Context: an optimization exercise on an open-source flow, tuned for small area and a short achievable clock period. The choices shown serve that exercise and are no tape-out recipe. Where RTL was checked, it was by simulation tests only, not by an equivalence proof against the original.

==> run G <==
==> flow/design.v (excerpt) <==
module bitcruncher_dp(
    input         clk,
    input         rst_n,
    input  [21:0] ctrl,             
    input  [15:0] MBR_in_memory,
    output [7:0]  MAR_out_memory,
    output [15:0] MBR_out_memory,
    output [7:0]  IR_out,
    output [3:0]  ALUflags
    );
    wire [21:0] Control_Signals = ctrl;
    wire [15:0] MBR_out;
    wire [15:0] BR_out;
    wire [15:0] ALU_out;
    wire [7:0]  PC_out;
    MAR u_MAR(
    .clk     ( clk     ),
    .rst_n   ( rst_n   ),
    .C5      ( Control_Signals[5]  ),
    .C10     ( Control_Signals[10] ),
    .MBR_out ( MBR_out ),
    .PC_out  ( PC_out  ),
    .MAR_out_memory ( MAR_out_memory )
    );
    MBR u_MBR(
    .clk           ( clk           ),
    .rst_n         ( rst_n         ),
    .C3            ( Control_Signals[3]  ),
    .C11           ( Control_Signals[11] ),
    .C12           ( Control_Signals[12] ),
    .ALU_out       ( ALU_out       ),
    .MBR_in_memory ( MBR_in_memory ),
    .MBR_out       ( MBR_out       ),
    .MBR_out_memory ( MBR_out_memory )
    );
    ALU_ACC u_ALU_ACC(
    .clk     ( clk     ),
    .rst_n   ( rst_n   ),
    .C8      ( Control_Signals[8]  ),
    .C9      ( Control_Signals[9]  ),
    .C13     ( Control_Signals[13] ),
    .C15     ( Control_Signals[15] ),
    .C16     ( Control_Signals[16] ),
    .C17     ( Control_Signals[17] ),
    .C18     ( Control_Signals[18] ),
    .C19     ( Control_Signals[19] ),
    .C20     ( Control_Signals[20] ),
    .C21     ( Control_Signals[21] ),
    .BR_out  ( BR_out  ),
    .ALU_out ( ALU_out ),
    .ALUflags ( ALUflags )
    );
    PC u_PC(
    .clk     ( clk     ),
    .rst_n   ( rst_n   ),
    .C6      ( Control_Signals[6]  ),
    .C14     ( Control_Signals[14] ),
    .MBR_out ( MBR_out ),
    .PC_out  ( PC_out  )
    );
    IR u_IR(
    .clk     ( clk     ),
    .rst_n   ( rst_n   ),
  ...
clock: 40.0 ns
lec_check: 0
abc_area: 1
cap_margin: 20
core_margin: 2
core_utilization: 40
slew_margin: 20
standard.sh (not shown) runs the stock make flow with config.mk's settings and CLKGATE_MAP_FILE= SYNTH_SCRIPT=/design/flow/synth_recipe.tcl, a recipe that flattens the netlist after the stock synthesis.
==> flow/flow/run.sh <==
#!/bin/bash
# The standard layout, with the standard synthesis, changed in two ways (the
# clock period and the constraints are the design's own):
#  - timing repair aims for 27 ns of setup slack instead of 0;
#  - after synthesis the delay cells (clkdlybuf4s*, dlygate*, dlymetal*) are
#    added to the platform's don't-use list, so the port buffers that
#    placement inserts are plain buffers instead of delay buffers.
# Each step's output goes to its own log.
set -euo pipefail
bash standard.sh synth > synth.log 2>&1
DONT_USE="sky130_fd_sc_hd__lpflow_bleeder_1 sky130_fd_sc_hd__lpflow_clkbufkapwr_1 sky130_fd_sc_hd__lpflow_clkbufkapwr_16 sky130_fd_sc_hd__lpflow_clkbufkapwr_2 sky130_fd_sc_hd__lpflow_clkbufkapwr_4 sky130_fd_sc_hd__lpflow_clkbufkapwr_8 sky130_fd_sc_hd__lpflow_clkinvkapwr_1 sky130_fd_sc_hd__lpflow_clkinvkapwr_16 sky130_fd_sc_hd__lpflow_clkinvkapwr_2 sky130_fd_sc_hd__lpflow_clkinvkapwr_4 sky130_fd_sc_hd__lpflow_clkinvkapwr_8 sky130_fd_sc_hd__lpflow_decapkapwr_12 sky130_fd_sc_hd__lpflow_decapkapwr_3 sky130_fd_sc_hd__lpflow_decapkapwr_4 sky130_fd_sc_hd__lpflow_decapkapwr_6 sky130_fd_sc_hd__lpflow_decapkapwr_8 sky130_fd_sc_hd__lpflow_inputiso0n_1 sky130_fd_sc_hd__lpflow_inputiso0p_1 sky130_fd_sc_hd__lpflow_inputiso1n_1 sky130_fd_sc_hd__lpflow_inputiso1p_1 sky130_fd_sc_hd__lpflow_inputisolatch_1 sky130_fd_sc_hd__lpflow_isobufsrc_1 sky130_fd_sc_hd__lpflow_isobufsrc_16 sky130_fd_sc_hd__lpflow_isobufsrc_2 sky130_fd_sc_hd__lpflow_isobufsrc_4 sky130_fd_sc_hd__lpflow_isobufsrc_8 sky130_fd_sc_hd__lpflow_isobufsrckapwr_16 sky130_fd_sc_hd__lpflow_lsbuf_lh_hl_isowell_tap_1 sky130_fd_sc_hd__lpflow_lsbuf_lh_hl_isowell_tap_2 sky130_fd_sc_hd__lpflow_lsbuf_lh_hl_isowell_tap_4 sky130_fd_sc_hd__lpflow_lsbuf_lh_isowell_4 sky130_fd_sc_hd__lpflow_lsbuf_lh_isowell_tap_1 sky130_fd_sc_hd__lpflow_lsbuf_lh_isowell_tap_2 sky130_fd_sc_hd__lpflow_lsbuf_lh_isowell_tap_4 sky130_fd_sc_hd__probe_p_8 sky130_fd_sc_hd__probec_p_8 sky130_fd_sc_hd__clkdlybuf4s15_1 sky130_fd_sc_hd__clkdlybuf4s15_2 sky130_fd_sc_hd__clkdlybuf4s18_1 sky130_fd_sc_hd__clkdlybuf4s18_2 sky130_fd_sc_hd__clkdlybuf4s25_1 sky130_fd_sc_hd__clkdlybuf4s25_2 sky130_fd_sc_hd__clkdlybuf4s50_1 sky130_fd_sc_hd__clkdlybuf4s50_2 sky130_fd_sc_hd__dlygate4sd1_1 sky130_fd_sc_hd__dlygate4sd2_1 sky130_fd_sc_hd__dlygate4sd3_1 sky130_fd_sc_hd__dlymetal6s2s_1 sky130_fd_sc_hd__dlymetal6s4s_1 sky130_fd_sc_hd__dlymetal6s6s_1 "
bash standard.sh SETUP_SLACK_MARGIN=27 "DONT_USE_CELLS=$DONT_USE" finish > layout.log 2>&1
==> inputs of run F, as changes to run G <==
--- a/flow/design.v
+++ b/flow/design.v
@@ -15,12 +15,27 @@
     input  [15:0] BR_out,
     output [15:0] ALU_out,
     output reg [3:0] ALUflags  
     );
     reg [15:0] ACC;
     assign ALU_out = ACC;
+    wire [16:0] sum  = {1'b0, ACC} + {1'b0, BR_out};
+    wire [16:0] diff = {1'b0, ACC} - {1'b0, BR_out};
+    wire add_of = (ACC[15] == BR_out[15]) && (sum[15] != ACC[15]);
+    wire sub_of = (ACC[15] != BR_out[15]) && (diff[15] != ACC[15]);
+    wire [15:0] prod;
+    wire        mul_of;
+    mul16 u_mul(.a(ACC), .b(BR_out), .p(prod), .of(mul_of));
+    wire [15:0] quot;
+    div16 u_div(.a(ACC), .d(BR_out), .q(quot));
+    wire quot_z = diff[16];
+    wire [15:0] shr = {1'b0, ACC[15:1]};
+    wire [15:0] shl = {ACC[14:0], 1'b0};
+    wire [15:0] band = ACC & BR_out;
+    wire [15:0] bor  = ACC | BR_out;
+    wire [15:0] bnot = ~ACC;
     wire n8  = ~C8;
     wire s9  = n8 & C9;
     wire n9  = n8 & ~C9;
     wire s13 = n9 & C13;
     wire n13 = n9 & ~C13;
     wire s15 = n13 & C15;
@@ -34,38 +49,44 @@
     wire s19 = n18 & C19;
     wire n19 = n18 & ~C19;
     wire s20 = n19 & C20;
     wire n20 = n19 & ~C20;
     wire s21 = n20 & C21;
     wire hold = n20 & ~C21;
-    wire sas = s9 | s13;
-    wire        sub = ~C9;
-    wire [15:0] bx  = BR_out ^ {16{sub}};
-    wire [16:0] as  = {1'b0, ACC} + {1'b0, bx} + {16'd0, sub};
-    wire as_cf = as[16] ^ sub;                  
-    wire as_of = (ACC[15] == bx[15]) && (as[15] != ACC[15]);
-    wire [15:0] prod;
-    wire        mul_of;
-    mul16 u_mul(.a(ACC), .b(BR_out), .p(prod), .of(mul_of));
-    wire [15:0] quot;
-    div16 u_div(.a(ACC), .d(BR_out), .q(quot));
-    wire quot_z = as_cf;
-    wire [15:0] acc_nd =
+    wire [15:0] acc_n =
           ({16{hold}} & ACC)
-        | ({16{sas}}  & as[15:0])
+        | ({16{s9}}   & sum[15:0])
+        | ({16{s13}}  & diff[15:0])
         | ({16{s15}}  & prod)
-        | ({16{s17}}  & {1'b0, ACC[15:1]})
-        | ({16{s18}}  & {ACC[14:0], 1'b0})
-        | ({16{s19}}  & (ACC & BR_out))
-        | ({16{s20}}  & (ACC | BR_out))
-        | ({16{s21}}  & ~ACC);
-    wire [15:0] acc_n = acc_nd | ({16{s16}} & quot);
-    wire zf_n = hold ? ALUflags[3] : (s16 ? quot_z : ~|acc_nd);
-    wire cf_n = hold ? ALUflags[2] : (sas & as_cf);
-    wire of_n = hold ? ALUflags[1] : ((sas & as_of) | (s15 & mul_of));
-    wire sf_n = hold ? ALUflags[0] : acc_n[15];
+        | ({16{s16}}  & quot)
+        | ({16{s17}}  & shr)
+        | ({16{s18}}  & shl)
+        | ({16{s19}}  & band)
+        | ({16{s20}}  & bor)
+        | ({16{s21}}  & bnot);
+    wire zf_n = (hold & ALUflags[3]) | C8
+        | (s9  & ~|sum[15:0])
+        | (s13 & ~|diff[15:0])
+        | (s15 & ~|prod)
+        | (s16 & quot_z)
+        | (s17 & ~|ACC[15:1])
+        | (s18 & ~|ACC[14:0])
+        | (s19 & ~|band)
+        | (s20 & ~|bor)
+        | (s21 & &ACC);
+    wire cf_n = (hold & ALUflags[2]) | (s9 & sum[16]) | (s13 & diff[16]);
+    wire of_n = (hold & ALUflags[1]) | (s9 & add_of) | (s13 & sub_of) | (s15 & mul_of);
+    wire sf_n = (hold & ALUflags[0])
+        | (s9  & sum[15])
+        | (s13 & diff[15])
+        | (s15 & prod[15])
+        | (s16 & quot[15])
+        | (s18 & ACC[14])
+        | (s19 & band[15])
+        | (s20 & bor[15])
+        | (s21 & ~ACC[15]);
     always @(posedge clk or negedge rst_n) begin
         if (!rst_n) begin
             ACC      <= 16'b0;
             ALUflags <= 4'b0;
         end
         else begin
@@ -112,13 +133,13 @@
   wire [1:0] c0s0k3_g = c0c0 & nm3[1:0];
   wire [1:0] c0s0k3_t = c0c0 | nm3[1:0];
   wire c0s0k3_G0_1 = c0s0k3_g[1] | (c0s0k3_t[1] & c0s0k3_t[0]);
   wire c0s0k3_co = c0s0k3_G0_1;
   wire [1:0] c0s0k3_x = c0c0 ^ nm3[1:0];
   wire [1:0] c0s0k3_df = c0s0k3_x ^ {c0s0k3_t[0], 1'b1};
-  wire c0ge0_3 = (d <= 16'd1) & c0s0k3_co;
+  wire c0ge0_3 = (~|m3[19:2]) & c0s0k3_co;
   wire [1:0] c0r0 = ({2{~c0ge0_1}} & c0c0[1:0]) | ({2{(c0ge0_1 & ~c0ge0_2)}} & c0s0k1_df[1:0]) | ({2{(c0ge0_2 & ~c0ge0_3)}} & c0s0k2_df[1:0]) | ({2{c0ge0_3}} & c0s0k3_df[1:0]);
   assign c0q[14] = (c0ge0_1 & ~c0ge0_2) | c0ge0_3;
   assign c0q[15] = (c0ge0_2 & ~c0ge0_3) | c0ge0_3;
   wire [3:0] c0c1 = {c0r0, a[13:12]};
   wire [3:0] c0s1k1_g = c0c1 & nm1[3:0];
   wire [3:0] c0s1k1_t = c0c1 | nm1[3:0];
@@ -149,13 +170,13 @@
   wire c0s1k3_T0_3 = c0s1k3_t[3] & c0s1k3_t[2];
   wire c0s1k3_G1_2 = c0s1k3_g[2] | (c0s1k3_t[2] & c0s1k3_G0_1);
   wire c0s1k3_G1_3 = c0s1k3_G0_3 | (c0s1k3_T0_3 & c0s1k3_G0_1);
   wire c0s1k3_co = c0s1k3_G1_3;
   wire [3:0] c0s1k3_x = c0c1 ^ nm3[3:0];
   wire [3:0] c0s1k3_df = c0s1k3_x ^ {c0s1k3_G1_2, c0s1k3_G0_1, c0s1k3_t[0], 1'b1};
-  wire c0ge1_3 = (d <= 16'd5) & c0s1k3_co;
+  wire c0ge1_3 = (~|m3[19:4]) & c0s1k3_co;
   wire [3:0] c0r1 = ({4{~c0ge1_1}} & c0c1[3:0]) | ({4{(c0ge1_1 & ~c0ge1_2)}} & c0s1k1_df[3:0]) | ({4{(c0ge1_2 & ~c0ge1_3)}} & c0s1k2_df[3:0]) | ({4{c0ge1_3}} & c0s1k3_df[3:0]);
   assign c0q[12] = (c0ge1_1 & ~c0ge1_2) | c0ge1_3;
   assign c0q[13] = (c0ge1_2 & ~c0ge1_3) | c0ge1_3;
   wire [5:0] c0c2 = {c0r1, a[11:10]};
   wire [5:0] c0s2k1_g = c0c2 & nm1[5:0];
   wire [5:0] c0s2k1_t = c0c2 | nm1[5:0];
@@ -198,13 +219,13 @@
   wire c0s2k3_G1_3 = c0s2k3_G0_3 | (c0s2k3_T0_3 & c0s2k3_G0_1);
   wire c0s2k3_G2_4 = c0s2k3_g[4] | (c0s2k3_t[4] & c0s2k3_G1_3);
   wire c0s2k3_G2_5 = c0s2k3_G0_5 | (c0s2k3_T0_5 & c0s2k3_G1_3);
   wire c0s2k3_co = c0s2k3_G2_5;
   wire [5:0] c0s2k3_x = c0c2 ^ nm3[5:0];
   wire [5:0] c0s2k3_df = c0s2k3_x ^ {c0s2k3_G2_4, c0s2k3_G1_3, c0s2k3_G1_2, c0s2k3_G0_1, c0s2k3_t[0], 1'b1};
-  wire c0ge2_3 = (d <= 16'd21) & c0s2k3_co;
+  wire c0ge2_3 = (~|m3[19:6]) & c0s2k3_co;
   wire [5:0] c0r2 = ({6{~c0ge2_1}} & c0c2[5:0]) | ({6{(c0ge2_1 & ~c0ge2_2)}} & c0s2k1_df[5:0]) | ({6{(c0ge2_2 & ~c0ge2_3)}} & c0s2k2_df[5:0]) | ({6{c0ge2_3}} & c0s2k3_df[5:0]);
   assign c0q[10] = (c0ge2_1 & ~c0ge2_2) | c0ge2_3;
   assign c0q[11] = (c0ge2_2 & ~c0ge2_3) | c0ge2_3;
   wire [7:0] c0c3 = {c0r2, a[9:8]};
   wire [7:0] c0s3k1_g = c0c3 & nm1[7:0];
   wire [7:0] c0s3k1_t = c0c3 | nm1[7:0];
@@ -271,13 +292,13 @@
   wire c0s3k3_G2_5 = c0s3k3_G0_5 | (c0s3k3_T0_5 & c0s3k3_G1_3);
   wire c0s3k3_G2_6 = c0s3k3_G1_6 | (c0s3k3_T1_6 & c0s3k3_G1_3);
   wire c0s3k3_G2_7 = c0s3k3_G1_7 | (c0s3k3_T1_7 & c0s3k3_G1_3);
   wire c0s3k3_co = c0s3k3_G2_7;
   wire [7:0] c0s3k3_x = c0c3 ^ nm3[7:0];
   wire [7:0] c0s3k3_df = c0s3k3_x ^ {c0s3k3_G2_6, c0s3k3_G2_5, c0s3k3_G2_4, c0s3k3_G1_3, c0s3k3_G1_2, c0s3k3_G0_1, c0s3k3_t[0], 1'b1};
-  wire c0ge3_3 = (d <= 16'd85) & c0s3k3_co;
+  wire c0ge3_3 = (~|m3[19:8]) & c0s3k3_co;
   wire [7:0] c0r3 = ({8{~c0ge3_1}} & c0c3[7:0]) | ({8{(c0ge3_1 & ~c0ge3_2)}} & c0s3k1_df[7:0]) | ({8{(c0ge3_2 & ~c0ge3_3)}} & c0s3k2_df[7:0]) | ({8{c0ge3_3}} & c0s3k3_df[7:0]);
   assign c0q[8] = (c0ge3_1 & ~c0ge3_2) | c0ge3_3;
   assign c0q[9] = (c0ge3_2 & ~c0ge3_3) | c0ge3_3;
   wire [9:0] c0c4 = {c0r3, a[7:6]};
   wire [9:0] c0s4k1_g = c0c4 & nm1[9:0];
   wire [9:0] c0s4k1_t = c0c4 | nm1[9:0];
@@ -356,13 +377,13 @@
   wire c0s4k3_G2_7 = c0s4k3_G1_7 | (c0s4k3_T1_7 & c0s4k3_G1_3);
   wire c0s4k3_G3_8 = c0s4k3_g[8] | (c0s4k3_t[8] & c0s4k3_G2_7);
   wire c0s4k3_G3_9 = c0s4k3_G0_9 | (c0s4k3_T0_9 & c0s4k3_G2_7);
   wire c0s4k3_co = c0s4k3_G3_9;
   wire [9:0] c0s4k3_x = c0c4 ^ nm3[9:0];
   wire [9:0] c0s4k3_df = c0s4k3_x ^ {c0s4k3_G3_8, c0s4k3_G2_7, c0s4k3_G2_6, c0s4k3_G2_5, c0s4k3_G2_4, c0s4k3_G1_3, c0s4k3_G1_2, c0s4k3_G0_1, c0s4k3_t[0], 1'b1};
-  wire c0ge4_3 = (d <= 16'd341) & c0s4k3_co;
+  wire c0ge4_3 = (~|m3[19:10]) & c0s4k3_co;
   wire [9:0] c0r4 = ({10{~c0ge4_1}} & c0c4[9:0]) | ({10{(c0ge4_1 & ~c0ge4_2)}} & c0s4k1_df[9:0]) | ({10{(c0ge4_2 & ~c0ge4_3)}} & c0s4k2_df[9:0]) | ({10{c0ge4_3}} & c0s4k3_df[9:0]);
   assign c0q[6] = (c0ge4_1 & ~c0ge4_2) | c0ge4_3;
   assign c0q[7] = (c0ge4_2 & ~c0ge4_3) | c0ge4_3;
   wire [11:0] c0c5 = {c0r4, a[5:4]};
   wire [11:0] c0s5k1_g = c0c5 & nm1[11:0];
   wire [11:0] c0s5k1_t = c0c5 | nm1[11:0];
@@ -465,13 +486,13 @@
   wire c0s5k3_G3_9 = c0s5k3_G0_9 | (c0s5k3_T0_9 & c0s5k3_G2_7);
   wire c0s5k3_G3_10 = c0s5k3_G1_10 | (c0s5k3_T1_10 & c0s5k3_G2_7);
   wire c0s5k3_G3_11 = c0s5k3_G1_11 | (c0s5k3_T1_11 & c0s5k3_G2_7);
   wire c0s5k3_co = c0s5k3_G3_11;
   wire [11:0] c0s5k3_x = c0c5 ^ nm3[11:0];
   wire [11:0] c0s5k3_df = c0s5k3_x ^ {c0s5k3_G3_10, c0s5k3_G3_9, c0s5k3_G3_8, c0s5k3_G2_7, c0s5k3_G2_6, c0s5k3_G2_5, c0s5k3_G2_4, c0s5k3_G1_3, c0s5k3_G1_2, c0s5k3_G0_1, c0s5k3_t[0], 1'b1};
-  wire c0ge5_3 = (d <= 16'd1365) & c0s5k3_co;
+  wire c0ge5_3 = (~|m3[19:12]) & c0s5k3_co;
   wire [11:0] c0r5 = ({12{~c0ge5_1}} & c0c5[11:0]) | ({12{(c0ge5_1 & ~c0ge5_2)}} & c0s5k1_df[11:0]) | ({12{(c0ge5_2 & ~c0ge5_3)}} & c0s5k2_df[11:0]) | ({12{c0ge5_3}} & c0s5k3_df[11:0]);
   assign c0q[4] = (c0ge5_1 & ~c0ge5_2) | c0ge5_3;
   assign c0q[5] = (c0ge5_2 & ~c0ge5_3) | c0ge5_3;
   wire [13:0] c0c6 = {c0r5, a[3:2]};
   wire [13:0] c0s6k1_g = c0c6 & nm1[13:0];
   wire [13:0] c0s6k1_t = c0c6 | nm1[13:0];
@@ -598,13 +619,13 @@
   wire c0s6k3_G3_11 = c0s6k3_G1_11 | (c0s6k3_T1_11 & c0s6k3_G2_7);
   wire c0s6k3_G3_12 = c0s6k3_G2_12 | (c0s6k3_T2_12 & c0s6k3_G2_7);
   wire c0s6k3_G3_13 = c0s6k3_G2_13 | (c0s6k3_T2_13 & c0s6k3_G2_7);
   wire c0s6k3_co = c0s6k3_G3_13;
   wire [13:0] c0s6k3_x = c0c6 ^ nm3[13:0];
   wire [13:0] c0s6k3_df = c0s6k3_x ^ {c0s6k3_G3_12, c0s6k3_G3_11, c0s6k3_G3_10, c0s6k3_G3_9, c0s6k3_G3_8, c0s6k3_G2_7, c0s6k3_G2_6, c0s6k3_G2_5, c0s6k3_G2_4, c0s6k3_G1_3, c0s6k3_G1_2, c0s6k3_G0_1, c0s6k3_t[0], 1'b1};
-  wire c0ge6_3 = (d <= 16'd5461) & c0s6k3_co;
+  wire c0ge6_3 = (~|m3[19:14]) & c0s6k3_co;
   wire [13:0] c0r6 = ({14{~c0ge6_1}} & c0c6[13:0]) | ({14{(c0ge6_1 & ~c0ge6_2)}} & c0s6k1_df[13:0]) | ({14{(c0ge6_2 & ~c0ge6_3)}} & c0s6k2_df[13:0]) | ({14{c0ge6_3}} & c0s6k3_df[13:0]);
   assign c0q[2] = (c0ge6_1 & ~c0ge6_2) | c0ge6_3;
   assign c0q[3] = (c0ge6_2 & ~c0ge6_3) | c0ge6_3;
   wire [15:0] c0c7 = {c0r6, a[1:0]};
   wire [15:0] c0s7k1_g = c0c7 & nm1[15:0];
   wire [15:0] c0s7k1_t = c0c7 | nm1[15:0];
@@ -761,13 +782,13 @@
   wire c0s7k3_G3_11 = c0s7k3_G1_11 | (c0s7k3_T1_11 & c0s7k3_G2_7);
   wire c0s7k3_G3_12 = c0s7k3_G2_12 | (c0s7k3_T2_12 & c0s7k3_G2_7);
   wire c0s7k3_G3_13 = c0s7k3_G2_13 | (c0s7k3_T2_13 & c0s7k3_G2_7);
   wire c0s7k3_G3_14 = c0s7k3_G2_14 | (c0s7k3_T2_14 & c0s7k3_G2_7);
   wire c0s7k3_G3_15 = c0s7k3_G2_15 | (c0s7k3_T2_15 & c0s7k3_G2_7);
   wire c0s7k3_co = c0s7k3_G3_15;
-  wire c0ge7_3 = (d <= 16'd21845) & c0s7k3_co;
+  wire c0ge7_3 = (~|m3[19:16]) & c0s7k3_co;
   assign c0q[0] = (c0ge7_1 & ~c0ge7_2) | c0ge7_3;
   assign c0q[1] = (c0ge7_2 & ~c0ge7_3) | c0ge7_3;
   assign q = c0q;
 endmodule
 `timescale 1ns / 1ps
     module BR(
==> flow/run.sh (new file) <==
#!/bin/bash
# synth_recipe.tcl (not shown) runs the flow's synth.tcl, then flattens the netlist and writes it again
# the make line also repeats each setting of config.mk as NAME=value (left out here)
make -C /OpenROAD-flow-scripts/flow DESIGN_CONFIG=/design/flow/config.mk WORK_HOME=/design/flow/orfs CLKGATE_MAP_FILE= SYNTH_SCRIPT=/design/flow/synth_recipe.tcl finish
==> flow/config.mk (replaced) <==
export PLATFORM = sky130hd
export DESIGN_NAME = bitcruncher_dp
export DESIGN_NICKNAME = bitcruncher_dp
export VERILOG_FILES = /design/flow/design.v
export SDC_FILE = /design/flow/constraint.sdc
export NUM_CORES = 4
export LEC_CHECK = 0
export CAP_MARGIN = 20
export CORE_MARGIN = 2
export CORE_UTILIZATION = 40
export SLEW_MARGIN = 20
removed: flow/flow/run.sh
removed: flow/standard.sh
==> inputs of run K, as changes to run G <==
==> flow/flow/run.sh (replaced) <==
#!/bin/bash
# The standard layout, with the standard synthesis, but with timing repair
# aiming for 21 ns of setup slack instead of 0 (the clock period and the
# constraints are the design's own). Each step's output goes to its own log.
set -euo pipefail
bash standard.sh synth > synth.log 2>&1
bash standard.sh SETUP_SLACK_MARGIN=21 finish > layout.log 2>&1
==> flow/config.mk (replaced) <==
export PLATFORM = sky130hd
export DESIGN_NAME = bitcruncher_dp
export DESIGN_NICKNAME = bitcruncher_dp
export VERILOG_FILES = /design/flow/design.v
export SDC_FILE = /design/flow/constraint.sdc
export NUM_CORES = 4
export LEC_CHECK = 0
export CAP_MARGIN = 20
export CORE_MARGIN = 2
export CORE_UTILIZATION = 40
export SLEW_MARGIN = 20
==> notes <==
- Count of clock-buffer cells in the layout is the same in run G and run K.
- In run G the wire length is lower than in run F, by 9.9%.
- Against run F, the final cell count of run K is smaller by 2.3%.
- Non-clock buffer count: run F < run K < run G.
- Of run F and run G, run G has the higher maximum frequency (gap 45%, measured against run G).
==> figures <==
item                                                                           run G                    run F                    run K
Run status                                                   complete, no violations  complete, no violations  complete, no violations
Pin count of the biggest net entering global routing                              65                       78                       78
Number of stages on the worst setup path                                          34                       86                       80
Worst slack after detailed placement                                        23.33 ns                 17.27 ns                 18.76 ns
Area overhead of the layout relative to synthesis                              14.6%                    8.65%                    12.1%
Mean instance size in the synthesized netlist                               6.99 µm²                 8.12 µm²                 8.09 µm²
Buffer count from post-CTS setup fixing                                           51                        0                        9
Worst Path Required                                                         40.29 ns                 40.23 ns                 40.29 ns
Row count                                                                         85                       86                       85
Fraction of layout instances using a drive strength above 1                    0.131                   0.0636                   0.0959
Number of global-route vias before repair                                      20300                    21800                    20900
Clock transition at the registers of the reported paths                      0.09 ns                  0.07 ns                  0.08 ns
Total of clock buffers placed in the layout                                        9                       11                        9
No functional check of the RTL was part of run F.

==> separate check: timing with driven ports <==
No port has a modelled driver above. Below, the same layouts with a new extraction and two added sets of constraints.
Step 1, drivers: a clkbuf_16 drives clk and a buf_2 each remaining input, both assumed.
Step 2 moves the port delays by t, midway between the first and last clock arrival at a register: inputs arrive t later, outputs are due t later. That takes back most of the time a late clock gives input paths.
Slacks: ideal / step 1 / step 2; pairs: ideal / step 1.
run | shift t [ns] | setup slack, ns | worst register clock-pin slew, ns | worst data-port slew with drivers (ns) | pins driven straight from the clock port
run G | 0.396 | 27.246 / 27.254 / 26.858 | 0.09 / 0.09 | 0.04 | 1
run F | 0.394 | 16.697 / 16.697 / 16.697 | 0.08 / 0.08 | 0.06 | 1
run K | 0.415 | 21.882 / 21.882 / 21.882 | 0.09 / 0.09 | 0.05 | 1
After both steps setup and hold are still met in every run listed. The setup slack of run G, which loses most, moves by +0.008 ns with the drivers and by -0.388 ns with both steps.
